From an optimization exercise on the open Yosys and OpenROAD flow, aimed at small area; shortcuts taken in it are not production practice. The RTL was checked by simulation tests, not by an equivalence proof against the original design.

==> run K <==
## fir_filter
module fir_filter (
    input fir_clk,
    input rst_active_low,
    input signed [29:0] data_in,
    output signed [61:0] data_out
);
reg [29:0] X0;
reg [29:0] X1;
reg [29:0] X2;
reg [29:0] X3;
reg [29:0] X4;
reg [29:0] X5;
reg [29:0] X6;
reg [29:0] X7;
reg [29:0] X8;
reg [29:0] X9;
reg [29:0] X10;
reg [29:0] X11;
reg [29:0] X12;
reg [29:0] X13;
reg [29:0] X14;
reg [29:0] X15;
reg [29:0] X16;
reg [29:0] X17;
reg [29:0] X18;
reg [29:0] X19;
reg [29:0] X20;
reg [29:0] X21;
reg [29:0] X22;
reg [29:0] X23;
reg [29:0] X24;
reg [29:0] X25;
reg [29:0] X26;
reg [29:0] X27;
reg [29:0] X28;
reg [29:0] X29;
reg [29:0] X30;
reg [29:0] X31;
reg [29:0] X32;
reg [29:0] X33;
reg [29:0] X34;
reg [29:0] X35;
reg [29:0] X36;
reg [29:0] X37;
reg [29:0] X38;
always @(posedge fir_clk) begin
    X0 <= {~data_in[29], data_in[28:0]};
    X1 <= X0;
    X2 <= X1;
    X3 <= X2;
    X4 <= X3;
    X5 <= X4;
    X6 <= X5;
    X7 <= X6;
    X8 <= X7;
    X9 <= X8;
    X10 <= X9;
    X11 <= X10;
    X12 <= X11;
    X13 <= X12;
    X14 <= X13;
    X15 <= X14;
    X16 <= X15;
    X17 <= X16;
    X18 <= X17;
    X19 <= X18;
    X20 <= X19;
    X21 <= X20;
    X22 <= X21;
    X23 <= X22;
    X24 <= X23;
    X25 <= X24;
    X26 <= X25;
    X27 <= X26;
    X28 <= X27;
    X29 <= X28;
    X30 <= X29;
    X31 <= X30;
    X32 <= X31;
    X33 <= X32;
    X34 <= X33;
    X35 <= X34;
    X36 <= X35;
    X37 <= X36;
    X38 <= X37;
end
wire n60, n61, n62, n63, n64, n65, n66, n67, n68, n69, n70, n71, n72, n73, n74, n75;
wire n76, n77, n78, n79, n80, n81, n82, n83, n84, n85, n86, n87, n88, n89, n90, n91;
  ...
clock: 10.0 ns
lec_check: 0
cap_margin: 35
core_margin: 2
core_utilization: 70
cts_buf_list: sky130_fd_sc_hd__clkbuf_16
cts_cluster_diameter: 60
cts_cluster_size: 30
slew_margin: 35
synth_hierarchical: 1
standard.sh (not shown) runs the stock make flow with config.mk's settings and CLKGATE_MAP_FILE= SYNTH_SCRIPT=/design/flow/synth_recipe.tcl, a recipe that flattens the netlist after the stock synthesis.
==> flow/flow/run.sh <==
#!/bin/bash
# The standard layout (standard.sh), with two changes:
#  - clock tree: no dummy load cells (they only balance capacitance), clusters
#    of at most 25 flip-flops within 75 um, each driven by a clkbuf_16;
#  - port buffers: buf_1 instead of the default (each port still gets one).
set -e
export CTS_ARGS="-sink_clustering_enable -repair_clock_nets -dont_use_dummy_load -sink_clustering_size 28 -sink_clustering_max_diameter 70 -buf_list sky130_fd_sc_hd__clkbuf_16"
export BUFFER_PORTS_ARGS="-buffer_cell sky130_fd_sc_hd__buf_1"
bash standard.sh > standard_flow.log 2>&1
==> run Y (differences from run K) <==
==> flow/flow/run.sh (replaced) <==
#!/bin/bash
# The standard layout (standard.sh), with two changes:
#  - clock tree: no dummy load cells (they only balance capacitance), clusters
#    of at most 25 flip-flops within 75 um, each driven by a clkbuf_16;
#  - port buffers: buf_1 instead of the default (each port still gets one).
set -e
export CTS_ARGS="-sink_clustering_enable -repair_clock_nets -dont_use_dummy_load -sink_clustering_size 25 -sink_clustering_max_diameter 75 -buf_list sky130_fd_sc_hd__clkbuf_16"
export BUFFER_PORTS_ARGS="-buffer_cell sky130_fd_sc_hd__buf_1"
bash standard.sh > standard_flow.log 2>&1
CORE_UTILIZATION = 65   (was 70)
==> comparison <==
Critical path depth is the same in run Y and run K.
In run Y the fmax is larger than in run K, by 0.49%.
Against run Y, the hold slack of run K is higher by 21 ps.
Between run Y and run K, the lower wire length is in run Y (gap 2.2%, measured against run K).
==> figures <==
quantity                                                                    run K            run Y
Outcome                                                  timing/DRC/antenna clean  timing/DRC/antenna clean
Share of final layout cell area taken by non-clock buffers                0.4496%          0.4487%
M2 GR Usage                                                                56.60%           51.73%
Relative slew slack                                                        56.46%           59.41%
Last weighted congestion value of the routability-driven placer            0.9691           0.9576
Hold Path Sink                                                   n4895_d2$_DFF_P_  X13[17]$_DFF_P_
Met1 Use GR                                                                54.15%           50.87%
Slew at the pin closest to its max-slew limit                            652.3 ps         608.2 ps
Final area over synthesized area                                          1.0498x          1.0519x
Period utilization                                                         96.24%           95.77%
Total vias in the final route                                               31230            30170
Worst Slack Setup Final                                                  376.0 ps         422.9 ps

[port drivers added, routing unchanged]
Ports are ideal in the flow. The routed layouts listed here were re-timed in OpenROAD. Step 1 assumes that a clkbuf_16 drives the clock port and a buf_2 every other input. Step 2 moves the port delays by t, midway between the first and last clock arrival at a register: inputs arrive t later, outputs are due t later. That takes back most of the time a late clock gives input paths. Three values: ideal ports, drivers, drivers and shift; two values: the first two.
| run | shift t [ns] | setup slack, ns | slew at the worst register clock pin (ns) |
|---|---|---|---|
| run K | 0.752 | 0.376 / 0.376 / 0.376 | 0.11 / 0.11 |
| run Y | 0.758 | 0.423 / 0.423 / 0.423 | 0.10 / 0.10 |
After both steps setup and hold are still met in every run listed.
